Context: an optimization exercise on an open-source flow, tuned for small area and a short achievable clock period. The choices shown serve that exercise and are no tape-out recipe. No run shown here included a check of the RTL's function; only the layout flow was run. Power is estimated from default activity; no workload was simulated.

## run.sh

```bash
#!/bin/bash
# synth_recipe.tcl (not shown) runs the flow's synth.tcl, then flattens the netlist and writes it again
# the make line also repeats each setting of config.mk as NAME=value (left out here)
make -C /OpenROAD-flow-scripts/flow DESIGN_CONFIG=/design/flow/config.mk WORK_HOME=/design/flow/orfs CLKGATE_MAP_FILE= SYNTH_SCRIPT=/design/flow/synth_recipe.tcl finish
```

## config.mk

```make
export PLATFORM = sky130hd
export DESIGN_NAME = bnn_layer
export DESIGN_NICKNAME = bnn_layer
export VERILOG_FILES = /design/flow/design.v
export SDC_FILE = /design/flow/constraint.sdc
export NUM_CORES = 4
export LEC_CHECK = 0
export CAP_MARGIN = 20
export CORE_MARGIN = 2
export CORE_UTILIZATION = 40
export SLEW_MARGIN = 20
export SYNTH_HIERARCHICAL = 1
export SYNTH_MINIMUM_KEEP_SIZE = 0
```

## constraint.sdc

```tcl
create_clock -name core_clock -period 9.0 [get_ports {clk}]
set_input_delay 1.8000 -clock core_clock [delete_from_list [all_inputs] [get_ports {clk}]]
set_output_delay 1.8000 -clock core_clock [all_outputs]
set_load 0.01 [all_outputs]
```

## design.v

```verilog
module neuron_unit (
    input wire clk,
    input wire [31:0] inputs,
    input wire [31:0] weights,
    input wire [7:0] threshold,
    output reg out,
    output reg [5:0] popcount
);
    wire [31:0] x = ~(inputs ^ weights);
    wire [6:0] thr0 = {|threshold[7:6], threshold[5:0]};
    wire n1;
    wire n2;
    wire n3;
    wire n4;
    wire n5;
    wire n6;
    wire n7;
    wire n8;
    wire n9;
    wire n10;
    wire n11;
    wire n12;
    wire n13;
    wire n14;
    wire n15;
    wire n16;
    wire n17;
    wire n18;
    wire n19;
    wire n20;
    wire n21;
    wire n22;
    wire n23;
    wire n24;
    wire n25;
    wire n26;
    wire n27;
    wire n28;
    wire n29;
    wire n30;
    wire n31;
    wire n32;
    wire n33;
    wire n34;
    wire n35;
    wire n36;
    wire n37;
    wire n38;
    wire n39;
    wire n40;
    wire n41;
    wire n42;
    wire n43;
    wire n44;
    wire n45;
    wire n46;
    wire n47;
    wire n48;
    wire n49;
    wire n50;
    wire n51;
    wire n52;
    wire n53;
    wire n54;
    wire n55;
    wire n56;
    wire n57;
    wire n58;
    wire n59;
    wire n60;
    wire n61;
    wire n62;
    fa_cell un1 (.a(x[0]), .b(x[10]), .c(x[11]), .s(n1), .co(n2));
    fa_cell un3 (.a(x[12]), .b(x[13]), .c(x[14]), .s(n3), .co(n4));
    fa_cell un5 (.a(x[15]), .b(x[16]), .c(x[17]), .s(n5), .co(n6));
    fa_cell un7 (.a(x[18]), .b(x[19]), .c(x[1]), .s(n7), .co(n8));
    fa_cell un9 (.a(x[20]), .b(x[21]), .c(x[22]), .s(n9), .co(n10));
    fa_cell un11 (.a(x[23]), .b(x[24]), .c(x[25]), .s(n11), .co(n12));
    fa_cell un13 (.a(x[26]), .b(x[27]), .c(x[28]), .s(n13), .co(n14));
    fa_cell un15 (.a(x[29]), .b(x[2]), .c(x[30]), .s(n15), .co(n16));
    fa_cell un17 (.a(x[31]), .b(x[3]), .c(x[4]), .s(n17), .co(n18));
    fa_cell un19 (.a(x[5]), .b(x[6]), .c(x[7]), .s(n19), .co(n20));
    fa_cell un21 (.a(x[8]), .b(x[9]), .c(n1), .s(n21), .co(n22));
    fa_cell un23 (.a(n11), .b(n13), .c(n15), .s(n23), .co(n24));
    fa_cell un25 (.a(n17), .b(n19), .c(n3), .s(n25), .co(n26));
    fa_cell un27 (.a(n5), .b(n7), .c(n9), .s(n27), .co(n28));
    fa_cell un29 (.a(n21), .b(n23), .c(n25), .s(n29), .co(n30));
    ha_cell un31 (.a(n27), .b(n29), .s(n31), .co(n32));
    fa_cell un33 (.a(n10), .b(n12), .c(n14), .s(n33), .co(n34));
    fa_cell un35 (.a(n16), .b(n18), .c(n2), .s(n35), .co(n36));
    fa_cell un37 (.a(n20), .b(n4), .c(n6), .s(n37), .co(n38));
    fa_cell un39 (.a(n8), .b(n22), .c(n24), .s(n39), .co(n40));
    fa_cell un41 (.a(n26), .b(n28), .c(n33), .s(n41), .co(n42));
    fa_cell un43 (.a(n35), .b(n37), .c(n30), .s(n43), .co(n44));
    fa_cell un45 (.a(n39), .b(n41), .c(n32), .s(n45), .co(n46));
    ha_cell un47 (.a(n43), .b(n45), .s(n47), .co(n48));
    fa_cell un49 (.a(n34), .b(n36), .c(n38), .s(n49), .co(n50));
    fa_cell un51 (.a(n40), .b(n42), .c(n49), .s(n51), .co(n52));
    fa_cell un53 (.a(n44), .b(n51), .c(n46), .s(n53), .co(n54));
    ha_cell un55 (.a(n48), .b(n53), .s(n55), .co(n56));
    fa_cell un57 (.a(n50), .b(n52), .c(n54), .s(n57), .co(n58));
    ha_cell un59 (.a(n56), .b(n57), .s(n59), .co(n60));
    ha_cell un61 (.a(n58), .b(n60), .s(n61), .co(n62));
    wire [5:0] p = {n62, n61, n59, n55, n47, n31};
    wire [6:0] g;
    assign g[0] = 1'b1;
    genvar k;
    generate for (k = 0; k < 6; k = k + 1) begin : cmp
        assign g[k+1] = (p[k] & ~thr0[k]) | (p[k] & g[k]) | (~thr0[k] & g[k]);
    end endgenerate
    wire fire = ~thr0[6] & g[6];
    always @(posedge clk) begin
        out <= fire;
        popcount <= p;
    end
endmodule
module fa_cell (input wire a, input wire b, input wire c, output wire s, output wire co);
    assign s = a ^ b ^ c;
    assign co = (a & b) | (a & c) | (b & c);
endmodule
module ha_cell (input wire a, input wire b, output wire s, output wire co);
    assign s = a ^ b;
    assign co = a & b;
endmodule
module bnn_layer #(
    parameter N = 32,
    parameter NEURONS = 16
)(
    input wire clk,
    input wire rst,
    input wire valid_in,
    input wire [N-1:0] input_vector,
    input wire [NEURONS*N-1:0] weights_flat,
    input wire [8*NEURONS-1:0] thresholds_flat,
    output wire [NEURONS-1:0] output_vector,
    output wire valid_out,
    output wire [8*NEURONS-1:0] debug_popcounts
);
    genvar i;
    generate
        for (i = 0; i < NEURONS; i = i + 1) begin : neuron_array
            wire [5:0] pc;
            neuron_unit neuron_inst (
                .clk(clk),
                .inputs(input_vector),
                .weights(weights_flat[32*i +: 32]),
                .threshold(thresholds_flat[8*i +: 8]),
                .out(output_vector[i]),
                .popcount(pc)
            );
            assign debug_popcounts[8*i +: 8] = {2'b00, pc};
        end
    endgenerate
    reg vld;
    always @(posedge clk or posedge rst) begin
        if (rst) vld <= 1'b0;
        else vld <= valid_in;
    end
    assign valid_out = vld;
endmodule
```

==> results of run 1 <==
-- per-module statistics from Yosys (local to each module, per instance) --
module | copies in the design | cells | area, um^2 | flip-flops and latches
neuron_unit | 16 | 55 | 526.8 | 7
bnn_layer | 1 | 35 | 272.8 | 1
ha_cell | 80 | 1 | 12.51 | 0
fa_cell | 416 | 1 | 20.02 | 0
-- cell families after synthesis --
logic type	Yosys count	share of synthesized area
adder cells (fa/ha/maj)	496	0.5174
AND/OR/NAND/NOR	80	0.02554
buffers and inverters	97	0.02686
AO/OA/AOI/OAI	112	0.05552
other	1	0.0002080
XOR/XNOR	512	0.2487
flip-flops	113	0.1257
==> impl_metrics.yaml, run 1 <==
die:
  die_w_um: 216.3
  start_util: 0.4068
  die_h_um: 216.3
  rows: 77
yosys:
  synthCells: 1411
  synth_area_per_cell_um2: 12.78
  netlist_area_um2: 18030
  synth_commonest_cells: "512 x xnor2_1, 416 x fa_1, 112 x dfxtp_1"
  yosysWarnings: 8
  synth_top_area_frac: 0.4619
  synth_seq_area_share: 0.1257
  yosysTopAreaCell: "fa_1"
  synth-main-ff-cell: "dfxtp_1"
  synth_edf_count: 0
  synth_seq_cells: 113
  yosys.cell_types.count: 18
  async_flop_share: 0.008850
  post-synth-top-count-cell: "xnor2_1"
  synth.top_cells.by_area: "fa_1 46%, xnor2_1 25%, dfxtp_1 12%"
status:
  lastStage: "I/O pin placement (3_2_place_iop)"
  error_message: "[ERROR PPL-0024] Number of IO pins (820) exceeds maximum number of available positions (776). Increase the die perimeter from 865.22um to 1115.20um."
  outcome: "stopped before the end"
==> inputs of run 2 (changes only) <==
--- a/config.mk
+++ b/config.mk
@@ -6,8 +6,8 @@
 export NUM_CORES = 4
 export LEC_CHECK = 0
 export CAP_MARGIN = 20
-export CORE_MARGIN = 2
-export CORE_UTILIZATION = 40
+export CORE_AREA = 2 2 288 288
+export DIE_AREA = 0 0 290 290
 export SLEW_MARGIN = 20
 export SYNTH_HIERARCHICAL = 1
 export SYNTH_MINIMUM_KEEP_SIZE = 0
==> run 2 against run 1 <==
Area after synthesis stayed put. Synthesized cell count stayed put. The run now finishes clean.
==> impl_metrics.yaml, run 2 <==
setup_path:
  path_max_fanout: 16
  critical_path_required_ns: 9.43
  slowest_stage: "buf_2"
  critPathCaptureType: "register"
  path_delay_family: "adder cells"
  crit_buf_inv: 2
  arrival_ns: 7.19
  crit_path_start_kind: "input port"
  cp_common_cell: "fa_1"
  path_cells: "buf_2 -> xnor2_1 -> fa_1 -> fa_1 -> fa_1 -> ha_1 -> fa_1 -> fa_1 -> fa_1 -> ha_1 -> ha_1 -> clkinv_1 -> a2111oi_4 -> nand2_1 -> o21ai_1"
  worstSetupPathType: "in2reg"
  cpPeakStageDelay_ns: 0.81
cts:
  cts_buffers: 17
  cts.repair.resized: 0
  cts_setup_buffers: 0
  clkTransAtPathRegs_ns: 0.06
  ctsHoldBuffers: 0
  clock_sinks: 113
  cts_max_path_buffers: 2
  htreeDepth: 4
  cts_tree: "built"
  cts-root-buf: "clkbuf_16"
yosys:
  yosys.cell_types.count: 18
  synthCells: 1411
  synth_seq_area_share: 0.1257
  synth.top_cells.by_area: "fa_1 46%, xnor2_1 25%, dfxtp_1 12%"
  synth_area_per_cell_um2: 12.78
  synth-main-ff-cell: "dfxtp_1"
  async_flop_share: 0.008850
  yosysTopAreaCell: "fa_1"
  yosysWarnings: 8
  synth_seq_cells: 113
  synth_commonest_cells: "512 x xnor2_1, 416 x fa_1, 112 x dfxtp_1"
  synth_top_area_frac: 0.4619
  synth_edf_count: 0
  post-synth-top-count-cell: "xnor2_1"
  netlist_area_um2: 18030
die:
  die_h_um: 290
  ios: 820
  core_area_um2: 80810
  rows: 104
  die_w_um: 290
  start_util: 0.2231
  die_area_um2: 84100
worst_hold_path:
  worstHoldPathType: "in2async"
global_route:
  grt_max_degree: 17
  grt_util_all_layers: 0.2363
  antenna_found_initial: 23
  first_global_vias: 17229
  grt_pass1_wl_mm: 135.3
  grt-ovfl-total: 0
timing:
  rsz0062_at_grt: "false"
  slew_violations: 0
  fin_crit_ns: 6.758
  setup_viol_count_final: 0
  fmax_ghz: 0.1480
  relSlewSlack: 0.2533
  worst_slew_pin_slew_ns: 1.120
  period_share: 0.7509
  whs_ns: 1.443
  tns_ns: 0
  hold_violations: 0
drt:
  post-route-drc-count: 0
  wl_per_cell_um: 29.85
  dr.pass1.iters: 5
  drt_iter0_drc: 831
  wl_mm: 98.91
  drt-vias-per-instance: 4.418
  ant_nets: 0
  vias: 14640
flow_run:
  drv_cap: 0
cells_and_area:
  syn_to_final_growth_pct: 53.53
  fill_cells: 8032
  multiInputGateArea_um2: 15390
  largest_reg_flops: 96
  drive_above_1_share: 0.03977
  top_regs: "neuron_array.neuron_inst.popcount (96), neuron_array.neuron_inst.out (16), vld (1)"
  final_common_cell: "clkdlybuf4s50_1"
  final_cell_mix: "755 x clkdlybuf4s50_1, 512 x xnor2_1, 416 x fa_1"
  nets: 3396
  final-seq-area_um2: 2267
  regMostFlops: "neuron_array.neuron_inst.popcount"
place:
  gp_congestion: 0.9510
  hpwl_mm: 81.12
  port_buffers: 787
pwr:
  peakVddDrop_v: 0.0005037
  powerDensity_nw_per_um2: 429.1
  p_leak_nw: 9.830
status:
  outcome: "no timing/DRC/antenna violations"
## run 2: cell counts after synthesis
No cell type changed its count.
## run 2: Yosys stat by module (local to each module, per instance)
module | cell area (um^2) | flip-flops and latches | copies in the design
bnn_layer | 272.8 | 1 | 1
fa_cell | 20.02 | 0 | 416
ha_cell | 12.51 | 0 | 80
neuron_unit | 526.8 | 7 | 16
## run 2: final timing paths
kind	from	to	slack (ns)	cells after the start
min in group core_clock	valid_in	vld$_DFF_PP0_	1.75	1
max	input_vector[24]	neuron_array[10].neuron_inst.out$_DFF_P_	2.24	15
min	rst	vld$_DFF_PP0_	1.44	2
max in group asynchronous	rst	vld$_DFF_PP0_	7.47	2
## run 2: layer usage
metal	GRT usage	routed length [um]	vias to the layer above
li1	-	-	6075
met1	0.2910	40590	7679
met2	0.3982	48290	737
met3	0.06074	6738	141
met4	0.08587	3247	8
met5	0	46	-
## run 2: cell families (layout without fill, tap and decap cells)
logic type | Yosys count | count (layout) | synth area share
XOR/XNOR | 512 | 512 | 0.2487
adder cells (fa/ha/maj) | 496 | 496 | 0.5174
flip-flops | 113 | 113 | 0.1257
AO/OA/AOI/OAI | 112 | 112 | 0.05552
buffers and inverters | 97 | 893 | 0.02686
AND/OR/NAND/NOR | 80 | 80 | 0.02554
other | 1 | 48 | 0.0002080
## run 2: cell type report
class | instances | share of cell area
multi-input cells | 1232 | 0.5562
repair buffers | 796 | 0.2812
flip-flops and latches | 113 | 0.08191
well taps | 1060 | 0.04791
clock buffers | 20 | 0.01686
inverters | 65 | 0.008814
clock inverters | 12 | 0.005650
diodes | 16 | 0.001446
## run 2: power breakdown
group / total [mW] / switching [mW] / internal [mW] / leakage, nW
clock network: 0.793 / 0.336 / 0.457 / 0.295
logic: 10.1 / 5.57 / 4.50 / 8.59
registers: 1.02 / 0.0914 / 0.926 / 0.947
## run 2: through the flow
stage               worst slack (ns)  instances  power [mW]  area, um^2  utilization
detailed placement             1.709       3266       11.03       27020       0.3343
CTS                            2.246       3298       11.96       27640       0.3421
finish                         2.242       3314       11.88       27680       0.3425
floorplan                      3.025       1442       7.544       18150            -
global placement               1.769       3266       10.86       27020       0.3343
global route                   2.091       3314       13.18       27680       0.3425
==> inputs of run 3 (changes only) <==
==> flow/run.sh (new file) <==
#!/bin/bash
# Own layout flow: the standard flow (standard synthesis unchanged), with the
# port buffers made from the smallest buffer cell instead of the resizer's default.
set -euo pipefail
export BUFFER_PORTS_ARGS="-buffer_cell sky130_fd_sc_hd__buf_1"
bash standard.sh finish > flow_standard.log 2>&1 || { tail -50 flow_standard.log; exit 1; }
tail -5 flow_standard.log
==> standard.sh (new file) <==
#!/bin/bash
# synth_recipe.tcl (not shown) runs the flow's synth.tcl, then flattens the netlist and writes it again
# the make line also repeats each setting of config.mk as NAME=value (left out here)
make -C /OpenROAD-flow-scripts/flow DESIGN_CONFIG=/design/flow/config.mk WORK_HOME=/design/flow/orfs CLKGATE_MAP_FILE= SYNTH_SCRIPT=/design/flow/synth_recipe.tcl "${@:-finish}"
removed: run.sh
==> run 3 against run 2 <==
Final area down 17%. Flip-flop and latch count unchanged. Worst setup slack lost 0.13 ns. Area after synthesis unchanged. Highest routed layer unchanged. Critical path type unchanged.
==> impl_metrics.yaml, run 3 <==
drt:
  dr.pass1.iters: 5
  drt-vias-per-instance: 4.388
  wl_per_cell_um: 27.92
  drt_iter0_drc: 984
  vias: 14572
  wl_mm: 92.71
  post-route-drc-count: 0
  ant_nets: 0
timing:
  rsz0062_at_grt: "false"
  worst_slew_pin_slew_ns: 1.217
  slew_violations: 0
  tns_ns: 0
  hold_violations: 0
  fmax_ghz: 0.1451
  fin_ws_ns: 2.109
  relSlewSlack: 0.1885
  setup_viol_count_final: 0
  fin_crit_ns: 6.891
  period_share: 0.7657
cells_and_area:
  regMostFlops: "neuron_array.neuron_inst.popcount"
  final_cell_mix: "755 x buf_1, 512 x xnor2_1, 416 x fa_1"
  drive_above_1_share: 0.04440
  syn_to_final_growth_pct: 27.91
  largest_reg_flops: 96
  nets: 3410
  final_common_cell: "buf_1"
  top_regs: "neuron_array.neuron_inst.popcount (96), neuron_array.neuron_inst.out (16), vld (1)"
place:
  gp_congestion: 0.9753
  hpwl_mm: 77.88
  place_worst_setup_slack_ns: 1.457
  port_buffers: 787
die:
  die_w_um: 290
  ios: 820
  die_h_um: 290
  rows: 104
  die_area_um2: 84100
  core_area_um2: 80810
  start_util: 0.2231
setup_path:
  worstSetupPathType: "in2reg"
  cp-startpoint: "input_vector[10]"
  path_max_fanout: 12
  critical_path_required_ns: 9.44
  critPathCaptureType: "register"
  crit_path_start_kind: "input port"
  arrival_ns: 7.33
cts:
  cts_tree: "built"
  cts.repair.resized: 0
  cts-root-buf: "clkbuf_16"
  cts_buffers: 17
  ctsHoldBuffers: 0
  htreeDepth: 4
  cts_max_path_buffers: 2
  cts_setup_buffers: 0
  clkTransAtPathRegs_ns: 0.07
  clock_sinks: 113
yosys:
  yosys.cell_types.count: 18
  synth-xor-area-share: 0.2487
  synth_edf_count: 0
  yosysTopAreaCell: "fa_1"
  synth_top_area_frac: 0.4619
  async_flop_share: 0.008850
  yosys.area_share.adder: 0.5174
  synthCells: 1411
  synth_area_per_cell_um2: 12.78
  synth_seq_cells: 113
  yosys.area_share.simple: 0.02554
  synth_top_family_by_area: "adder cells"
  synth_compound_gate_area_share: 0.05552
  synth.top_cells.by_area: "fa_1 46%, xnor2_1 25%, dfxtp_1 12%"
  yosysWarnings: 8
  post-synth-top-count-cell: "xnor2_1"
  synth_commonest_cells: "512 x xnor2_1, 416 x fa_1, 112 x dfxtp_1"
  synth_seq_area_share: 0.1257
  synth-main-ff-cell: "dfxtp_1"
  netlist_area_um2: 18030
  synth_mux_area_frac: 0
global_route:
  first_global_vias: 16368
  grt_max_degree: 17
  grt_util_all_layers: 0.2209
  grt_pass1_wl_mm: 125.8
  antenna_found_initial: 17
  grt-ovfl-total: 0
pwr:
  p_comb_frac: 0.844
  p_sw_mw: 5.960
  total_power_mw: 11.44
  powerDensity_nw_per_um2: 496.0
  p_leak_nw: 7.870
  peakVddDrop_v: 0.0006637
  intPower_mw: 5.479
  p_clk_frac: 0.070
  p_sw_frac: 0.5210
  pwr-share-seq: 0.086
flow_run:
  drv_cap: 0
worst_hold_path:
  worstHoldPathType: "in2async"
status:
  outcome: "no timing/DRC/antenna violations"
[run 3: cell counts after synthesis]
No cell type changed its count.
[run 3: final cells by class]
class | instances | area (um^2)
Clock inverter | 11 | 185.2
Inverter | 65 | 244.0
Multi-Input combinational cell | 1232 | 15390
Sequential cell | 113 | 2267
Fill cell | 8537 | 57750
Antenna cell | 9 | 22.52
Tap cell | 1060 | 1326
Clock buffer | 21 | 450.4
Timing Repair Buffer | 810 | 3172
[run 3: worst max path at each step]
stage	to	cells after the start
floorplan	neuron_array[0].neuron_inst.out$_DFF_P_	14
global placement	neuron_array[10].neuron_inst.out$_DFF_P_	16
detailed placement	neuron_array[10].neuron_inst.out$_DFF_P_	16
CTS	neuron_array[10].neuron_inst.out$_DFF_P_	16
global route	neuron_array[10].neuron_inst.out$_DFF_P_	16
finish	neuron_array[10].neuron_inst.out$_DFF_P_	16
[run 3: cell families after synthesis]
logic type	count (synthesis)
AOI/OAI and AO/OA	112
xor gates and xnor gates	512
DFF	113
adders and majority gates	496
and+or+nand+nor	80
buffers and inverters	97
other	1
[run 3: stage by stage]
stage / hold slack [ns] / util / instances / cell area, um^2
2_1_floorplan: 1.529 / - / 1442 / 18150
3_3_place_gp: 1.605 / 0.2772 / 3280 / 22400
3_5_place_dp: 1.610 / 0.2773 / 3280 / 22400
4_1_cts: 1.037 / 0.2851 / 3312 / 23040
5_1_grt: 1.066 / 0.2854 / 3320 / 23060
6_report: 1.083 / 0.2854 / 3321 / 23060
[run 3: power by group through the flow]
| stage | Combinational [mW] | Sequential, mW | Clock [mW] |
|---|---|---|---|
| floorplan | 6.45 | 1.10 | 0 |
| global placement | 9.52 | 0.999 | 0 |
| detailed placement | 9.58 | 0.998 | 0 |
| CTS | 9.70 | 0.989 | 0.821 |
| global route | 10.9 | 1.01 | 0.833 |
| finish | 9.65 | 0.989 | 0.801 |
[run 3: critical path: stages]
cell       delay (ns)
clkbuf_2         0.49
buf_4            0.39
xnor2_1          0.43
fa_1             0.53
fa_1             0.50
fa_1             0.51
ha_1             0.21
fa_1             0.38
fa_1             0.40
fa_1             0.45
ha_1             0.20
ha_1             0.29
clkinv_1         0.12
a2111oi_4        0.37
nand2_1          0.08
o21ai_1          0.13
[run 3: metal layers]
metal  part of all wire  vias to the layer above  track usage  routed length, um
met1               0.40                     7432       0.2715              37300
li1                   -                     6107            -                  -
met3              0.083                      155      0.06495               7661
met5             0.0010                        -            0                 97
met2               0.48                      862       0.3643              44140
met4              0.038                       16      0.08562               3511
[run 3: Yosys stat by module (local to each module, per instance)]
module       cells  area (um^2)  flip-flops and latches  copies in the design
neuron_unit     55        526.8                       7                    16
bnn_layer       35        272.8                       1                     1
fa_cell          1        20.02                       0                   416
ha_cell          1        12.51                       0                    80
==> inputs of run 4 (changes only) <==
--- a/design.v
+++ b/design.v
@@ -3,8 +3,8 @@
     input wire [31:0] inputs,
     input wire [31:0] weights,
     input wire [7:0] threshold,
-    output reg out,
-    output reg [5:0] popcount
+    output wire out,
+    output wire [5:0] popcount
 );
     wire [31:0] x = ~(inputs ^ weights);
     wire [6:0] thr0 = {|threshold[7:6], threshold[5:0]};
@@ -70,6 +70,16 @@
     wire n60;
     wire n61;
     wire n62;
+    reg r0_n31;
+    reg r0_n39;
+    reg r0_n41;
+    reg r0_n32;
+    reg r0_n43;
+    reg r0_n44;
+    reg r0_n47;
+    reg r0_n46;
+    reg r0_n48;
+    reg [6:0] r0_thr;
     fa_cell un1 (.a(x[0]), .b(x[10]), .c(x[11]), .s(n1), .co(n2));
     fa_cell un3 (.a(x[12]), .b(x[13]), .c(x[14]), .s(n3), .co(n4));
     fa_cell un5 (.a(x[15]), .b(x[16]), .c(x[17]), .s(n5), .co(n6));
@@ -92,27 +102,37 @@
     fa_cell un39 (.a(n8), .b(n22), .c(n24), .s(n39), .co(n40));
     fa_cell un41 (.a(n26), .b(n28), .c(n33), .s(n41), .co(n42));
     fa_cell un43 (.a(n35), .b(n37), .c(n30), .s(n43), .co(n44));
-    fa_cell un45 (.a(n39), .b(n41), .c(n32), .s(n45), .co(n46));
-    ha_cell un47 (.a(n43), .b(n45), .s(n47), .co(n48));
-    fa_cell un49 (.a(n34), .b(n36), .c(n38), .s(n49), .co(n50));
-    fa_cell un51 (.a(n40), .b(n42), .c(n49), .s(n51), .co(n52));
-    fa_cell un53 (.a(n44), .b(n51), .c(n46), .s(n53), .co(n54));
-    ha_cell un55 (.a(n48), .b(n53), .s(n55), .co(n56));
-    fa_cell un57 (.a(n50), .b(n52), .c(n54), .s(n57), .co(n58));
+    fa_cell un45 (.a(n34), .b(n36), .c(n38), .s(n45), .co(n46));
+    fa_cell un47 (.a(n40), .b(n42), .c(n45), .s(n47), .co(n48));
+    fa_cell un49 (.a(r0_n32), .b(r0_n39), .c(r0_n41), .s(n49), .co(n50));
+    ha_cell un51 (.a(r0_n43), .b(n49), .s(n51), .co(n52));
+    fa_cell un53 (.a(r0_n44), .b(r0_n47), .c(n50), .s(n53), .co(n54));
+    ha_cell un55 (.a(n52), .b(n53), .s(n55), .co(n56));
+    fa_cell un57 (.a(r0_n46), .b(r0_n48), .c(n54), .s(n57), .co(n58));
     ha_cell un59 (.a(n56), .b(n57), .s(n59), .co(n60));
     ha_cell un61 (.a(n58), .b(n60), .s(n61), .co(n62));
-    wire [5:0] p = {n62, n61, n59, n55, n47, n31};
+    always @(posedge clk) begin
+        r0_n31 <= n31;
+        r0_n39 <= n39;
+        r0_n41 <= n41;
+        r0_n32 <= n32;
+        r0_n43 <= n43;
+        r0_n44 <= n44;
+        r0_n47 <= n47;
+        r0_n46 <= n46;
+        r0_n48 <= n48;
+        r0_thr <= thr0;
+    end
+    wire [5:0] p = {n62, n61, n59, n55, n51, r0_n31};
     wire [6:0] g;
     assign g[0] = 1'b1;
     genvar k;
     generate for (k = 0; k < 6; k = k + 1) begin : cmp
-        assign g[k+1] = (p[k] & ~thr0[k]) | (p[k] & g[k]) | (~thr0[k] & g[k]);
+        assign g[k+1] = (p[k] & ~r0_thr[k]) | (p[k] & g[k]) | (~r0_thr[k] & g[k]);
     end endgenerate
-    wire fire = ~thr0[6] & g[6];
-    always @(posedge clk) begin
-        out <= fire;
-        popcount <= p;
-    end
+    wire fire = ~r0_thr[6] & g[6];
+    assign out = fire;
+    assign popcount = p;
 endmodule
 module fa_cell (input wire a, input wire b, input wire c, output wire s, output wire co);
     assign s = a ^ b ^ c;
==> run 4 against run 3 <==
Critical path depth is 6 lower. Still clean. Final cell count up 4.8%. Largest cell class unchanged. Global-route usage down 0.61 points.
==> impl_metrics.yaml, run 4 <==
cells_and_area:
  final-seq-area_um2: 5150
  drive_above_1_share: 0.07530
  final_cell_mix: "755 x buf_1, 512 x xnor2_1, 416 x fa_1"
  syn_to_final_growth_pct: 23.10
  final_common_cell: "buf_1"
  nets: 3560
  fill_cells: 8210
  multiInputGateArea_um2: 15250
  regMostFlops: "neuron_array.neuron_inst.r0_thr"
  largest_reg_flops: 112
setup_path:
  worstSetupPathType: "reg2out"
  path_cells: "fa_1 -> fa_1 -> fa_1 -> ha_1 -> ha_1 -> inv_1 -> a221oi_2 -> o221ai_2 -> o21ai_1 -> buf_1"
  critPathCaptureType: "output pin"
  path_delay_family: "adder cells"
  arrival_ns: 3.67
  crit_buf_inv: 2
  critical_path_required_ns: 7.20
  path_max_fanout: 2
  slowest_stage: "fa_1"
  worst-path-stages: 10
  cpPeakStageDelay_ns: 0.61
  crit_path_start_kind: "register"
  cp_common_cell: "fa_1"
drt:
  drt-vias-per-instance: 4.435
  wl_mm: 91.15
  dr_wl_met2_mm: 42.64
  dr.pass1.iters: 5
  ant_nets: 0
  vias: 15441
  drt_iter0_drc: 992
  wl_met3_mm: 7.023
  wl_per_cell_um: 26.18
  m1WireLength_mm: 36.03
  top_layer_used: "met5"
  post-route-drc-count: 0
yosys:
  synth_area_per_cell_um2: 13.18
  synth_top_area_frac: 0.3864
  synth_edf_count: 0
  synth_top_family_by_area: "adder cells"
  synth_seq_cells: 257
  post-synth-top-count-cell: "xnor2_1"
  synth_seq_area_share: 0.2389
  yosysWarnings: 8
  synth_commonest_cells: "512 x xnor2_1, 416 x fa_1, 256 x dfxtp_1"
  synth-main-ff-cell: "dfxtp_1"
  synth_mux_area_frac: 0
  async_flop_share: 0.003891
  yosys.cell_types.count: 17
  synth-xor-area-share: 0.2081
  synth_compound_gate_area_share: 0.03994
  synth.top_cells.by_area: "fa_1 39%, dfxtp_1 24%, xnor2_1 21%"
  yosys.area_share.adder: 0.4412
  synthCells: 1635
  yosysTopAreaCell: "fa_1"
  yosys.area_share.simple: 0.01300
  netlist_area_um2: 21550
timing:
  worst_slew_pin_slew_ns: 1.203
  rsz0062_at_grt: "false"
  hold_violations: 0
  slew_violations: 0
  period_share: 0.6080
  relSlewSlack: 0.1980
  fin_crit_ns: 5.472
  setup_viol_count_final: 0
  fmax_ghz: 0.1827
  whs_ns: 1.139
  fin_ws_ns: 3.528
  tns_ns: 0
die:
  core_area_um2: 80810
  rows: 104
  die_area_um2: 84100
  ios: 820
  start_util: 0.2667
  die_h_um: 290
  die_w_um: 290
cts:
  cts_max_path_buffers: 3
  cts_setup_buffers: 0
  cts_tree: "built"
  htreeDepth: 2
  clock_sinks: 257
  cts_buffers: 37
  cts.repair.resized: 0
  clkTransAtPathRegs_ns: 0.06
  cts-root-buf: "clkbuf_16"
  ctsHoldBuffers: 0
flow_run:
  drv_cap: 0
global_route:
  grt_max_degree: 17
  grt-ovfl-total: 0
  grt_pass1_wl_mm: 126.0
  grt_util_all_layers: 0.2148
  first_global_vias: 17509
  antenna_found_initial: 12
place:
  port_buffers: 787
  hpwl_mm: 71.80
  gp_congestion: 0.8863
  place_worst_setup_slack_ns: 3.924
status:
  outcome: "no timing/DRC/antenna violations"
worst_hold_path:
  worstHoldPathType: "in2async"
pwr:
  powerDensity_nw_per_um2: 346.7
  p_leak_nw: 9.468
  peakVddDrop_v: 0.0002255
run 4: routing by layer:
layer | GRT usage | up-vias
met5 | 0 | -
li1 | - | 6514
met3 | 0.04841 | 198
met4 | 0.1143 | 6
met2 | 0.3521 | 860
met1 | 0.2635 | 7863
run 4: logic make-up after synthesis:
logic type,after synthesis
AO/OA/AOI/OAI,96
other,1
buffers and inverters,209
XOR/XNOR,512
AND/OR/NAND/NOR,48
adder cells (fa/ha/maj),512
flip-flops,257
run 4: per-stage QoR:
stage	std cells	power [mW]	util	instance area [um^2]
after detailed placement	3410	7.628	0.3122	25230
final	3482	9.198	0.3283	26530
after global placement	3409	7.522	0.3120	25210
after global routing	3482	9.964	0.3283	26530
after CTS	3477	9.276	0.3282	26520
after floorplan	1666	6.197	-	21670
run 4: per-module statistics from Yosys, one instance, submodules excluded:
module | flip-flops and latches | area, um^2 | cells inside | times used
neuron_unit | 16 | 747.0 | 69 | 16
bnn_layer | 1 | 272.8 | 35 | 1
ha_cell | 0 | 12.51 | 1 | 80
fa_cell | 0 | 20.02 | 1 | 416
run 4: path summary, 6_finish.rpt:
path | start | slack (ns) | endpoint
setup / recovery | neuron_array[15].neuron_inst.r0_n32$_DFF_P_ | 3.53 | output_vector[15]
hold / removal | rst | 1.14 | vld$_DFF_PP0_
max in group asynchronous | rst | 7.76 | vld$_DFF_PP0_
min in group core_clock | thresholds_flat[116] | 1.32 | neuron_array[14].neuron_inst.r0_thr[4]$_DFF_P_
run 4: final cells by class:
type,count,area share
Inverter,81,0.01146
Clock inverter,16,0.007922
Clock buffer,51,0.04074
Antenna cell,5,0.0004716
Sequential cell,257,0.1941
Timing Repair Buffer,812,0.1204
Tap cell,1060,0.04999
Multi-Input combinational cell,1200,0.5749
run 4: report_power, final:
part / internal, mW / total, mW / switching (mW) / leakage, nW
clock: 0.961 / 1.57 / 0.611 / 0.631
combinational: 2.36 / 5.84 / 3.48 / 6.67
sequential: 1.57 / 1.78 / 0.213 / 2.17
total: 4.90 / 9.20 / 4.30 / 9.47
==> inputs of run 5 (changes only) <==
--- a/design.v
+++ b/design.v
@@ -71,14 +71,13 @@
     wire n61;
     wire n62;
     reg r0_n31;
-    reg r0_n39;
-    reg r0_n41;
-    reg r0_n32;
     reg r0_n43;
+    reg r0_n45;
     reg r0_n44;
-    reg r0_n47;
+    reg r0_n49;
     reg r0_n46;
     reg r0_n48;
+    reg r0_n50;
     reg [6:0] r0_thr;
     fa_cell un1 (.a(x[0]), .b(x[10]), .c(x[11]), .s(n1), .co(n2));
     fa_cell un3 (.a(x[12]), .b(x[13]), .c(x[14]), .s(n3), .co(n4));
@@ -102,25 +101,24 @@
     fa_cell un39 (.a(n8), .b(n22), .c(n24), .s(n39), .co(n40));
     fa_cell un41 (.a(n26), .b(n28), .c(n33), .s(n41), .co(n42));
     fa_cell un43 (.a(n35), .b(n37), .c(n30), .s(n43), .co(n44));
-    fa_cell un45 (.a(n34), .b(n36), .c(n38), .s(n45), .co(n46));
-    fa_cell un47 (.a(n40), .b(n42), .c(n45), .s(n47), .co(n48));
-    fa_cell un49 (.a(r0_n32), .b(r0_n39), .c(r0_n41), .s(n49), .co(n50));
-    ha_cell un51 (.a(r0_n43), .b(n49), .s(n51), .co(n52));
-    fa_cell un53 (.a(r0_n44), .b(r0_n47), .c(n50), .s(n53), .co(n54));
+    fa_cell un45 (.a(n39), .b(n41), .c(n32), .s(n45), .co(n46));
+    fa_cell un47 (.a(n34), .b(n36), .c(n38), .s(n47), .co(n48));
+    fa_cell un49 (.a(n40), .b(n42), .c(n47), .s(n49), .co(n50));
+    ha_cell un51 (.a(r0_n43), .b(r0_n45), .s(n51), .co(n52));
+    fa_cell un53 (.a(r0_n44), .b(r0_n46), .c(r0_n49), .s(n53), .co(n54));
     ha_cell un55 (.a(n52), .b(n53), .s(n55), .co(n56));
-    fa_cell un57 (.a(r0_n46), .b(r0_n48), .c(n54), .s(n57), .co(n58));
+    fa_cell un57 (.a(r0_n48), .b(r0_n50), .c(n54), .s(n57), .co(n58));
     ha_cell un59 (.a(n56), .b(n57), .s(n59), .co(n60));
     ha_cell un61 (.a(n58), .b(n60), .s(n61), .co(n62));
     always @(posedge clk) begin
         r0_n31 <= n31;
-        r0_n39 <= n39;
-        r0_n41 <= n41;
-        r0_n32 <= n32;
         r0_n43 <= n43;
+        r0_n45 <= n45;
         r0_n44 <= n44;
-        r0_n47 <= n47;
+        r0_n49 <= n49;
         r0_n46 <= n46;
         r0_n48 <= n48;
+        r0_n50 <= n50;
         r0_thr <= thr0;
     end
     wire [5:0] p = {n62, n61, n59, n55, n51, r0_n31};
==> run 5 against run 4 <==
Utilization decreased by 0.46 points. Area after synthesis decreased by 1.5%. Critical path type unchanged. Maximum frequency increased by 8.8%. Non-clock buffer count decreased by 1. Final area decreased by 1.4%. Combinational power decreased by 11%. Clock power decreased by 5%. Total power decreased by 9.0%. Flip-flop and latch count decreased by 16. Sequential share of layout area decreased by 0.95 points. Clock-buffer cell count decreased by 5. Still clean.
==> impl_metrics.yaml, run 5 <==
status:
  outcome: "no timing/DRC/antenna violations"
cells_and_area:
  drive_above_1_share: 0.07590
  final_cell_mix: "755 x buf_1, 512 x xnor2_1, 416 x fa_1"
  nets: 3542
  syn_to_final_growth_pct: 23.19
  largest_reg_flops: 112
  regMostFlops: "neuron_array.neuron_inst.r0_thr"
  final_util: 0.3237
  final_common_cell: "buf_1"
drt:
  vias: 15217
  post-route-drc-count: 0
  drt_iter0_drc: 744
  ant_nets: 0
  wl_per_cell_um: 26.22
  dr.pass1.iters: 4
  drt-vias-per-instance: 4.385
  wl_mm: 90.98
cts:
  cts_buffers: 36
  ctsHoldBuffers: 0
  clkTransAtPathRegs_ns: 0.06
  cts_max_path_buffers: 3
  clock_sinks: 241
  cts_setup_buffers: 0
  cts_tree: "built"
  cts.repair.resized: 0
  cts-root-buf: "clkbuf_16"
  htreeDepth: 2
yosys:
  async_flop_share: 0.004149
  synth_compound_gate_area_share: 0.04054
  synth_area_per_cell_um2: 13.11
  synthCells: 1619
  synth-main-ff-cell: "dfxtp_1"
  netlist_area_um2: 21230
  yosys.area_share.adder: 0.4478
  synth_seq_cells: 241
  yosys.area_share.simple: 0.01320
  yosys.cell_types.count: 17
  synth_seq_area_share: 0.2275
  synth-xor-area-share: 0.2112
  synth_top_family_by_area: "adder cells"
  synth_mux_area_frac: 0
  synth.top_cells.by_area: "fa_1 39%, dfxtp_1 23%, xnor2_1 21%"
  yosysWarnings: 8
  synth_commonest_cells: "512 x xnor2_1, 416 x fa_1, 240 x dfxtp_1"
  synth_top_area_frac: 0.3922
  synth_edf_count: 0
  yosysTopAreaCell: "fa_1"
  post-synth-top-count-cell: "xnor2_1"
global_route:
  grt-ovfl-total: 0
  grt_pass1_wl_mm: 125.5
  grt_max_degree: 17
  first_global_vias: 17286
  antenna_found_initial: 13
  grt_util_all_layers: 0.2142
timing:
  fin_ws_ns: 3.971
  worst_slew_pin_slew_ns: 1.121
  tns_ns: 0
  period_share: 0.5587
  hold_violations: 0
  relSlewSlack: 0.2529
  slew_violations: 0
  setup_viol_count_final: 0
  fin_crit_ns: 5.029
  fmax_ghz: 0.1989
  rsz0062_at_grt: "false"
place:
  hpwl_mm: 71.96
  place_worst_setup_slack_ns: 3.792
  port_buffers: 787
  gp_congestion: 0.9194
die:
  die_w_um: 290
  core_area_um2: 80810
  start_util: 0.2628
  ios: 820
  die_h_um: 290
  rows: 104
  die_area_um2: 84100
setup_path:
  path_max_fanout: 2
  critPathCaptureType: "output pin"
  cpPeakStageDelay_ns: 0.44
  arrival_ns: 3.23
  slowest_stage: "fa_1"
  path_delay_family: "adder cells"
  crit_path_start_kind: "register"
  worstSetupPathType: "reg2out"
  path_cells: "fa_1 -> fa_1 -> ha_1 -> ha_1 -> inv_1 -> a221oi_2 -> o221ai_2 -> o21ai_1 -> buf_1"
  critical_path_required_ns: 7.20
  crit_buf_inv: 2
flow_run:
  drv_cap: 0
pwr:
  p_leak_nw: 9.307
  powerDensity_nw_per_um2: 319.9
  peakVddDrop_v: 0.0002238
  total_power_mw: 8.368
worst_hold_path:
  worstHoldPathType: "in2async"
run 5: cell count changes in the layout (fill, tap and decap cells not counted), sizes merged:
cell    before  now
buf        780  779
clkinv       6   10
clkbuf      83   78
diode        5   12
dfxtp      256  240
inv         85   84
run 5: per-layer routing:
layer  wire length [um]  vias up  GRT usage
met5                  8        -          0
met2              43750      806     0.3568
li1                   -     6478          -
met1              35950     7765     0.2607
met4               4220        2     0.1002
met3               7055      166    0.05231
run 5: where the power goes:
group,total (mW),leakage (nW),internal (mW),switching [mW]
combinational,5.22,6.66,2.19,3.02
clock,1.49,0.613,0.919,0.574
sequential,1.66,2.04,1.48,0.172
run 5: worst max path at each step:
stage	startpoint	endpoint	slack [ns]	depth (start not counted)
2_1_floorplan	weights_flat[24]	neuron_array[0].neuron_inst.r0_n45$_DFF_P_	4.83	6
3_3_place_gp	input_vector[2]	neuron_array[10].neuron_inst.r0_n45$_DFF_P_	3.83	7
3_5_place_dp	input_vector[27]	neuron_array[0].neuron_inst.r0_n45$_DFF_P_	3.79	7
4_1_cts	neuron_array[10].neuron_inst.r0_n44$_DFF_P_	output_vector[10]	3.89	9
5_1_grt	neuron_array[10].neuron_inst.r0_n44$_DFF_P_	output_vector[10]	3.81	9
6_report	neuron_array[2].neuron_inst.r0_n44$_DFF_P_	output_vector[2]	3.97	9
run 5: logic make-up (layout without fill, tap and decap cells):
| family | after synthesis | in the layout |
|---|---|---|
| compound gates | 96 | 96 |
| simple gates | 48 | 48 |
| buf+inv | 209 | 957 |
| flops | 241 | 241 |
| fa+ha+maj | 512 | 512 |
| xor+xnor | 512 | 512 |
| other cells | 1 | 44 |
run 5: final cells by class:
class / count / area, um^2
diodes: 12 / 30.03
clock buffers: 46 / 1020
clock inverters: 19 / 219.0
fillers: 8353 / 54650
inverters: 81 / 304.0
multi-input cells: 1200 / 15250
flip-flops and latches: 241 / 4830
well taps: 1060 / 1326
repair buffers: 811 / 3174
run 5: per-module statistics from Yosys (local to each module, per instance):
| module | area, um^2 | copies in the design | flops+latches | cells |
|---|---|---|---|---|
| neuron_unit | 726.9 | 16 | 15 | 68 |
| ha_cell | 12.51 | 80 | 0 | 1 |
| bnn_layer | 272.8 | 1 | 1 | 35 |
| fa_cell | 20.02 | 416 | 0 | 1 |
run 5: metrics by stage:
step | hold slack, ns | std cells | instance area (um^2)
2_1_floorplan | 1.529 | 1650 | 21350
3_3_place_gp | 1.610 | 3393 | 24890
3_5_place_dp | 1.614 | 3393 | 24890
4_1_cts | 1.013 | 3458 | 26130
5_1_grt | 1.029 | 3466 | 26150
6_report | 1.059 | 3470 | 26160
==> inputs of run 6 (changes only) <==
--- a/design.v
+++ b/design.v
@@ -71,13 +71,12 @@
     wire n61;
     wire n62;
     reg r0_n31;
-    reg r0_n43;
-    reg r0_n45;
-    reg r0_n44;
-    reg r0_n49;
-    reg r0_n46;
+    reg r0_n47;
     reg r0_n48;
+    reg r0_n53;
     reg r0_n50;
+    reg r0_n52;
+    reg r0_n54;
     reg [6:0] r0_thr;
     fa_cell un1 (.a(x[0]), .b(x[10]), .c(x[11]), .s(n1), .co(n2));
     fa_cell un3 (.a(x[12]), .b(x[13]), .c(x[14]), .s(n3), .co(n4));
@@ -102,26 +101,25 @@
     fa_cell un41 (.a(n26), .b(n28), .c(n33), .s(n41), .co(n42));
     fa_cell un43 (.a(n35), .b(n37), .c(n30), .s(n43), .co(n44));
     fa_cell un45 (.a(n39), .b(n41), .c(n32), .s(n45), .co(n46));
-    fa_cell un47 (.a(n34), .b(n36), .c(n38), .s(n47), .co(n48));
-    fa_cell un49 (.a(n40), .b(n42), .c(n47), .s(n49), .co(n50));
-    ha_cell un51 (.a(r0_n43), .b(r0_n45), .s(n51), .co(n52));
-    fa_cell un53 (.a(r0_n44), .b(r0_n46), .c(r0_n49), .s(n53), .co(n54));
-    ha_cell un55 (.a(n52), .b(n53), .s(n55), .co(n56));
-    fa_cell un57 (.a(r0_n48), .b(r0_n50), .c(n54), .s(n57), .co(n58));
+    ha_cell un47 (.a(n43), .b(n45), .s(n47), .co(n48));
+    fa_cell un49 (.a(n34), .b(n36), .c(n38), .s(n49), .co(n50));
+    fa_cell un51 (.a(n40), .b(n42), .c(n49), .s(n51), .co(n52));
+    fa_cell un53 (.a(n44), .b(n51), .c(n46), .s(n53), .co(n54));
+    ha_cell un55 (.a(r0_n48), .b(r0_n53), .s(n55), .co(n56));
+    fa_cell un57 (.a(r0_n50), .b(r0_n52), .c(r0_n54), .s(n57), .co(n58));
     ha_cell un59 (.a(n56), .b(n57), .s(n59), .co(n60));
     ha_cell un61 (.a(n58), .b(n60), .s(n61), .co(n62));
     always @(posedge clk) begin
         r0_n31 <= n31;
-        r0_n43 <= n43;
-        r0_n45 <= n45;
-        r0_n44 <= n44;
-        r0_n49 <= n49;
-        r0_n46 <= n46;
+        r0_n47 <= n47;
         r0_n48 <= n48;
+        r0_n53 <= n53;
         r0_n50 <= n50;
+        r0_n52 <= n52;
+        r0_n54 <= n54;
         r0_thr <= thr0;
     end
-    wire [5:0] p = {n62, n61, n59, n55, n51, r0_n31};
+    wire [5:0] p = {n62, n61, n59, n55, r0_n47, r0_n31};
     wire [6:0] g;
     assign g[0] = 1'b1;
     genvar k;
==> run 6 against run 5 <==
Clock power down 6%. Still clean. Highest routed layer unchanged. Non-clock buffer count down 1. Final area down 1.7%. Total power down 3.6%. Combinational power down 3%. Largest cell class unchanged.
==> impl_metrics.yaml, run 6 <==
status:
  outcome: "no timing/DRC/antenna violations"
cts:
  cts_setup_buffers: 0
  cts.repair.resized: 0
  cts_buffers: 31
  cts_max_path_buffers: 3
  clkTransAtPathRegs_ns: 0.06
  cts_tree: "built"
  htreeDepth: 1
  ctsHoldBuffers: 0
  cts-root-buf: "clkbuf_16"
  clock_sinks: 225
setup_path:
  worstSetupPathType: "in2reg"
  worst-path-stages: 8
  cp-startpoint: "input_vector[28]"
  path_cells: "clkbuf_2 -> xnor2_1 -> fa_1 -> fa_1 -> fa_1 -> ha_1 -> fa_1 -> fa_1"
  critPathCaptureType: "register"
  crit_buf_inv: 1
  cpPeakStageDelay_ns: 0.66
  path_max_fanout: 16
  slowest_stage: "clkbuf_2"
  critPathCapture: "neuron_array[1].neuron_inst.r0_n53$_DFF_P_"
  crit_path_start_kind: "input port"
  arrival_ns: 5.63
  path_delay_family: "adder cells"
  critical_path_required_ns: 9.51
  cp_common_cell: "fa_1"
timing:
  rsz0062_at_grt: "false"
  fmax_ghz: 0.1951
  hold_violations: 0
  worst_slew_pin_slew_ns: 1.208
  tns_ns: 0
  relSlewSlack: 0.1949
  fin_ws_ns: 3.873
  period_share: 0.5696
  slew_violations: 0
  fin_crit_ns: 5.127
  setup_viol_count_final: 0
global_route:
  grt_max_degree: 17
  antenna_found_initial: 12
  grt_pass1_wl_mm: 125.3
  grt-ovfl-total: 0
  grt_util_all_layers: 0.2134
  first_global_vias: 17084
cells_and_area:
  final_cell_mix: "755 x buf_1, 512 x xnor2_1, 416 x fa_1"
  final-seq-area_um2: 4509
  stdcell_area_um2: 25720
  final_util: 0.3183
  syn_to_final_growth_pct: 22.99
  drive_above_1_share: 0.07251
  largest_reg_flops: 112
  final_common_cell: "buf_1"
  regMostFlops: "neuron_array.neuron_inst.r0_thr"
  nets: 3520
  multiInputGateArea_um2: 15250
  fill_cells: 8384
drt:
  dr.pass1.iters: 7
  vias: 15154
  post-route-drc-count: 0
  drt-vias-per-instance: 4.408
  wl_mm: 90.42
  wl_per_cell_um: 26.30
  ant_nets: 0
  drt_iter0_drc: 919
yosys:
  synth_top_area_frac: 0.3982
  async_flop_share: 0.004444
  synth.top_cells.by_area: "fa_1 40%, dfxtp_1 21%, xnor2_1 21%"
  synth_seq_area_share: 0.2156
  post-synth-top-count-cell: "xnor2_1"
  yosysTopAreaCell: "fa_1"
  yosys.cell_types.count: 17
  yosysWarnings: 8
  synth_edf_count: 0
  netlist_area_um2: 20910
  synth-main-ff-cell: "dfxtp_1"
  synth_commonest_cells: "512 x xnor2_1, 416 x fa_1, 224 x dfxtp_1"
  synth_seq_cells: 225
  synthCells: 1603
  synth_area_per_cell_um2: 13.05
die:
  die_area_um2: 84100
  core_area_um2: 80810
  rows: 104
  die_h_um: 290
  start_util: 0.2588
  ios: 820
  die_w_um: 290
place:
  dpl_cell_area_um2: 24560
  gp_congestion: 0.9022
  hpwl_mm: 70.40
  port_buffers: 787
  place_worst_setup_slack_ns: 3.263
pwr:
  p_sw_frac: 0.4393
  p_sw_mw: 3.543
  p_leak_nw: 9.106
  peakVddDrop_v: 0.0001802
  p_comb_frac: 0.630
  pwr-share-seq: 0.196
  p_clk_frac: 0.174
  total_power_mw: 8.067
  intPower_mw: 4.523
  powerDensity_nw_per_um2: 313.6
flow_run:
  drv_cap: 0
worst_hold_path:
  worstHoldPathType: "in2async"
==> run 6: changes by cell type after synthesis, sizes merged <==
cell   change
dfxtp     -16
==> run 6: area by class of cell <==
cell class                 instances  share of cell area
clock inverter                    16            0.009826
sequential                       225              0.1753
timing repair buffer             810              0.1240
inverter                          81             0.01182
multi-input combinational       1200              0.5931
tap                             1060             0.05156
antenna                            6           0.0005837
clock buffer                      40             0.03381
==> run 6: per-stage QoR <==
stage | hold slack [ns] | cells
after floorplan | 1.529 | 1634
after global placement | 1.687 | 3375
after detailed placement | 1.686 | 3375
after CTS | 1.009 | 3431
after global routing | 1.029 | 3433
final | 1.061 | 3438
==> run 6: modules after synthesis (local to each module, per instance) <==
module | cell area [um^2] | cells
neuron_unit | 706.9 | 67
bnn_layer | 272.8 | 35
fa_cell | 20.02 | 1
ha_cell | 12.51 | 1
==> run 6: how the worst min path moves through the flow <==
stage,endpoint,slack (ns),from,cells after the start
floorplan,vld$_DFF_PP0_,1.53,rst,1
global placement,vld$_DFF_PP0_,1.69,rst,2
detailed placement,vld$_DFF_PP0_,1.69,rst,2
CTS,vld$_DFF_PP0_,1.01,rst,2
global route,vld$_DFF_PP0_,1.03,rst,2
finish,vld$_DFF_PP0_,1.06,rst,2
==> run 6: power by group through the flow <==
stage | Clock (mW) | Sequential [mW] | Combinational, mW
floorplan | 0 | 1.53 | 3.84
global placement | 0 | 1.60 | 5.02
detailed placement | 0 | 1.60 | 5.13
CTS | 1.44 | 1.58 | 5.18
global route | 1.47 | 1.60 | 5.86
finish | 1.40 | 1.58 | 5.08
==> run 6: per-layer routing <==
metal / wire, um / global-route usage
met3: 6842 / 0.04412
met4: 4342 / 0.08714
met1: 35990 / 0.2671
met2: 43200 / 0.3587
met5: 50 / 0
==> run 6: kinds of logic (layout without fill, tap and decap cells) <==
logic type                 after synthesis  count (layout)  synth area share
AOI/OAI and AO/OA                       96              96           0.04116
xor gates and xnor gates               512             512            0.2144
adders and majority gates              512             512            0.4547
buffers and inverters                  209             947           0.06049
DFF                                    225             225            0.2156
other                                    1              38         0.0001793
and+or+nand+nor                         48              48           0.01340
==> inputs of run 7 (changes only) <==
--- a/design.v
+++ b/design.v
@@ -70,13 +70,17 @@
     wire n60;
     wire n61;
     wire n62;
-    reg r0_n31;
-    reg r0_n47;
-    reg r0_n48;
-    reg r0_n53;
-    reg r0_n50;
-    reg r0_n52;
-    reg r0_n54;
+    reg r0_n27;
+    reg r0_n29;
+    reg r0_n33;
+    reg r0_n35;
+    reg r0_n30;
+    reg r0_n37;
+    reg r0_n39;
+    reg r0_n38;
+    reg r0_n40;
+    reg r0_n41;
+    reg r0_n42;
     reg [6:0] r0_thr;
     fa_cell un1 (.a(x[0]), .b(x[10]), .c(x[11]), .s(n1), .co(n2));
     fa_cell un3 (.a(x[12]), .b(x[13]), .c(x[14]), .s(n3), .co(n4));
@@ -93,33 +97,37 @@
     fa_cell un25 (.a(n17), .b(n19), .c(n3), .s(n25), .co(n26));
     fa_cell un27 (.a(n5), .b(n7), .c(n9), .s(n27), .co(n28));
     fa_cell un29 (.a(n21), .b(n23), .c(n25), .s(n29), .co(n30));
-    ha_cell un31 (.a(n27), .b(n29), .s(n31), .co(n32));
-    fa_cell un33 (.a(n10), .b(n12), .c(n14), .s(n33), .co(n34));
-    fa_cell un35 (.a(n16), .b(n18), .c(n2), .s(n35), .co(n36));
-    fa_cell un37 (.a(n20), .b(n4), .c(n6), .s(n37), .co(n38));
-    fa_cell un39 (.a(n8), .b(n22), .c(n24), .s(n39), .co(n40));
-    fa_cell un41 (.a(n26), .b(n28), .c(n33), .s(n41), .co(n42));
-    fa_cell un43 (.a(n35), .b(n37), .c(n30), .s(n43), .co(n44));
-    fa_cell un45 (.a(n39), .b(n41), .c(n32), .s(n45), .co(n46));
-    ha_cell un47 (.a(n43), .b(n45), .s(n47), .co(n48));
-    fa_cell un49 (.a(n34), .b(n36), .c(n38), .s(n49), .co(n50));
-    fa_cell un51 (.a(n40), .b(n42), .c(n49), .s(n51), .co(n52));
-    fa_cell un53 (.a(n44), .b(n51), .c(n46), .s(n53), .co(n54));
-    ha_cell un55 (.a(r0_n48), .b(r0_n53), .s(n55), .co(n56));
-    fa_cell un57 (.a(r0_n50), .b(r0_n52), .c(r0_n54), .s(n57), .co(n58));
+    fa_cell un31 (.a(n10), .b(n12), .c(n14), .s(n31), .co(n32));
+    fa_cell un33 (.a(n16), .b(n18), .c(n2), .s(n33), .co(n34));
+    fa_cell un35 (.a(n20), .b(n4), .c(n6), .s(n35), .co(n36));
+    fa_cell un37 (.a(n8), .b(n22), .c(n24), .s(n37), .co(n38));
+    fa_cell un39 (.a(n26), .b(n28), .c(n31), .s(n39), .co(n40));
+    fa_cell un41 (.a(n32), .b(n34), .c(n36), .s(n41), .co(n42));
+    ha_cell un43 (.a(r0_n27), .b(r0_n29), .s(n43), .co(n44));
+    fa_cell un45 (.a(r0_n30), .b(r0_n33), .c(r0_n35), .s(n45), .co(n46));
+    fa_cell un47 (.a(r0_n37), .b(r0_n39), .c(n44), .s(n47), .co(n48));
+    ha_cell un49 (.a(n45), .b(n47), .s(n49), .co(n50));
+    fa_cell un51 (.a(r0_n38), .b(r0_n40), .c(r0_n41), .s(n51), .co(n52));
+    fa_cell un53 (.a(n46), .b(n51), .c(n48), .s(n53), .co(n54));
+    ha_cell un55 (.a(n50), .b(n53), .s(n55), .co(n56));
+    fa_cell un57 (.a(r0_n42), .b(n52), .c(n54), .s(n57), .co(n58));
     ha_cell un59 (.a(n56), .b(n57), .s(n59), .co(n60));
     ha_cell un61 (.a(n58), .b(n60), .s(n61), .co(n62));
     always @(posedge clk) begin
-        r0_n31 <= n31;
-        r0_n47 <= n47;
-        r0_n48 <= n48;
-        r0_n53 <= n53;
-        r0_n50 <= n50;
-        r0_n52 <= n52;
-        r0_n54 <= n54;
+        r0_n27 <= n27;
+        r0_n29 <= n29;
+        r0_n33 <= n33;
+        r0_n35 <= n35;
+        r0_n30 <= n30;
+        r0_n37 <= n37;
+        r0_n39 <= n39;
+        r0_n38 <= n38;
+        r0_n40 <= n40;
+        r0_n41 <= n41;
+        r0_n42 <= n42;
         r0_thr <= thr0;
     end
-    wire [5:0] p = {n62, n61, n59, n55, r0_n47, r0_n31};
+    wire [5:0] p = {n62, n61, n59, n55, n49, n43};
     wire [6:0] g;
     assign g[0] = 1'b1;
     genvar k;
==> run 7 against run 6 <==
Still clean on timing, DRC and antenna. Wire length fell by 3.3%. Clock-buffer cell count increased by 19. Final area up 5.9%. Non-clock buffer count grew 9. Total power is 36% higher. Worst setup slack got worse by 0.41 ns. Final cell count grew 2.3%. Sequential share of layout area is 3.7 points higher.
==> impl_metrics.yaml, run 7 <==
setup_path:
  arrival_ns: 3.74
  crit_path_start_kind: "register"
  path_cells: "ha_1 -> fa_1 -> fa_1 -> fa_1 -> ha_1 -> ha_1 -> inv_1 -> a221oi_2 -> o221ai_2 -> o21ai_1 -> buf_1"
  worstSetupPathType: "reg2out"
  cpPeakStageDelay_ns: 0.46
  path_max_fanout: 2
  path_delay_family: "adder cells"
  slowest_stage: "fa_1"
  critPathCaptureType: "output pin"
  critical_path_required_ns: 7.20
  crit_buf_inv: 2
  worst-path-stages: 11
drt:
  ant_nets: 0
  dr.pass1.iters: 5
  post-route-drc-count: 0
  drt-vias-per-instance: 4.426
  wl_per_cell_um: 24.88
  drt_iter0_drc: 977
  vias: 15561
  wl_mm: 87.48
yosys:
  synth_edf_count: 0
  synth_seq_cells: 289
  synthCells: 1667
  synth_commonest_cells: "512 x xnor2_1, 416 x fa_1, 288 x dfxtp_1"
  synth.top_cells.by_area: "fa_1 38%, dfxtp_1 26%, xnor2_1 20%"
  synth_seq_area_share: 0.2609
  yosysWarnings: 8
  yosys.cell_types.count: 17
  synth-main-ff-cell: "dfxtp_1"
  yosysTopAreaCell: "fa_1"
  netlist_area_um2: 22190
  synth_top_area_frac: 0.3752
  post-synth-top-count-cell: "xnor2_1"
  async_flop_share: 0.003460
  synth_area_per_cell_um2: 13.31
cts:
  ctsHoldBuffers: 0
  clock_sinks: 289
  htreeDepth: 2
  cts_buffers: 38
  cts_max_path_buffers: 3
  cts_tree: "built"
  clkTransAtPathRegs_ns: 0.06
  cts_setup_buffers: 0
  cts.repair.resized: 0
  cts-root-buf: "clkbuf_16"
flow_run:
  drv_cap: 0
global_route:
  antenna_found_initial: 3
  grt_max_degree: 17
  first_global_vias: 17188
  grt_util_all_layers: 0.2048
  grt-ovfl-total: 0
  grt_pass1_wl_mm: 120.6
cells_and_area:
  final_cell_mix: "755 x buf_1, 512 x xnor2_1, 416 x fa_1"
  largest_reg_flops: 112
  stdcell_area_um2: 27230
  final_common_cell: "buf_1"
  regMostFlops: "neuron_array.neuron_inst.r0_thr"
  syn_to_final_growth_pct: 22.71
  drive_above_1_share: 0.07617
  nets: 3600
timing:
  rsz0062_at_grt: "false"
  period_share: 0.6156
  setup_viol_count_final: 0
  fin_crit_ns: 5.541
  tns_ns: 0
  worst_slew_pin_slew_ns: 0.7124
  hold_violations: 0
  slew_violations: 0
  relSlewSlack: 0.5251
  fmax_ghz: 0.1805
pwr:
  pwr-share-seq: 0.179
  p_leak_nw: 9.790
  p_sw_mw: 5.316
  p_clk_frac: 0.146
  powerDensity_nw_per_um2: 403.5
  intPower_mw: 5.674
  p_comb_frac: 0.675
  peakVddDrop_v: 0.0002963
  p_sw_frac: 0.4837
worst_hold_path:
  worstHoldPathType: "in2async"
die:
  core_area_um2: 80810
  ios: 820
  die_w_um: 290
  rows: 104
  die_area_um2: 84100
  start_util: 0.2747
  die_h_um: 290
status:
  outcome: "no timing/DRC/antenna violations"
place:
  dpl_cell_area_um2: 25910
  port_buffers: 787
  gp_congestion: 0.8795
  hpwl_mm: 67.98
run 7: power by group through the flow:
stage	Sequential, mW	Clock, mW	Combinational, mW
6_report	1.97	1.60	7.42
5_1_grt	2.02	1.69	8.13
4_1_cts	1.97	1.65	7.44
3_5_place_dp	2.00	0	7.39
3_3_place_gp	1.98	0	7.33
2_1_floorplan	1.95	0	5.97
run 7: cell families (layout without fill, tap and decap cells):
| group | Yosys count | in the layout | share of synthesized area |
|---|---|---|---|
| AO/OA/AOI/OAI | 96 | 96 | 0.03879 |
| XOR/XNOR | 512 | 512 | 0.2021 |
| adder cells (fa/ha/maj) | 512 | 512 | 0.4285 |
| buffers and inverters | 209 | 966 | 0.05700 |
| flip-flops | 289 | 289 | 0.2609 |
| other | 1 | 33 | 0.0001690 |
| AND/OR/NAND/NOR | 48 | 48 | 0.01263 |
run 7: cell type report:
type / instances / area [um^2]
fill: 8226 / 53570
inverter: 81 / 304.0
sequential: 289 / 5791
multi-input combinational: 1200 / 15250
clock inverter: 7 / 117.6
tap: 1060 / 1326
clock buffer: 59 / 1204
antenna: 1 / 2.502
timing repair buffer: 819 / 3234
run 7: metal layers:
| metal | GRT usage | up-vias | routed length [um] |
|---|---|---|---|
| met1 | 0.2509 | 7843 | 33550 |
| met5 | 0 | - | 13 |
| li1 | - | 6625 | - |
| met2 | 0.3469 | 920 | 42040 |
| met3 | 0.04320 | 171 | 7518 |
| met4 | 0.09108 | 2 | 4356 |
run 7: final timing paths:
check | from | end | slack [ns]
max in group asynchronous | rst | vld$_DFF_PP0_ | 7.86
min in group core_clock | thresholds_flat[75] | neuron_array[9].neuron_inst.r0_thr[3]$_DFF_P_ | 1.34
worst max-delay path | neuron_array[9].neuron_inst.r0_n27$_DFF_P_ | output_vector[9] | 3.46
worst min-delay path | rst | vld$_DFF_PP0_ | 1.05
run 7: stage by stage:
step                instances  total power [mW]  utilization  worst slack [ns]  hold WS, ns
floorplan                1698             7.921            -             4.429        1.529
global placement         3449             9.318       0.3206             4.114        1.607
detailed placement       3449             9.386       0.3206             4.082        1.607
CTS                      3515             11.06       0.3370             3.456        1.002
global route             3516             11.84       0.3370             3.340        1.019
finish                   3516             10.99       0.3370             3.459        1.055
run 7: modules after synthesis, one instance, submodules excluded:
module	flip-flops and latches	cells inside	cell area, um^2
bnn_layer	1	35	272.8
fa_cell	0	1	20.02
ha_cell	0	1	12.51
neuron_unit	18	71	787.0

what the ideal ports hide:
No port has a modelled driver above. Below, the same layouts with a new extraction and two added sets of constraints.
Step 1 assumes that a clkbuf_16 drives the clock port and a buf_2 every other input.
Step 2 moves the port delays by t, midway between the first and last clock arrival at a register: inputs arrive t later, outputs are due t later. That takes back most of the time a late clock gives input paths.
Three values: ideal ports, drivers, drivers and shift; two values: the first two.
run | t (ns) | setup WS [ns] | hold WS [ns] | worst register clock-pin slew, ns
run 2 | 0.572 | 2.242 / 2.273 / 1.701 | 1.443 / 1.411 / 1.983 | 0.08 / 0.08
run 3 | 0.569 | 2.109 / 2.144 / 1.575 | 1.083 / 1.040 / 1.609 | 0.07 / 0.07
run 4 | 0.609 | 3.528 / 3.466 / 3.927 | 1.139 / 1.100 / 1.709 | 0.07 / 0.07
run 5 | 0.613 | 3.971 / 3.901 / 3.714 | 1.059 / 1.027 / 1.639 | 0.06 / 0.06
run 6 | 0.677 | 3.873 / 3.916 / 3.239 | 1.061 / 1.023 / 1.700 | 0.07 / 0.07
run 7 | 0.607 | 3.459 / 3.394 / 4.001 | 1.055 / 1.010 / 1.617 | 0.06 / 0.06
After both steps setup and hold are still met in every run listed. The setup slack of run 6, which loses most, moves by +0.043 ns with the drivers and by -0.634 ns with both steps.
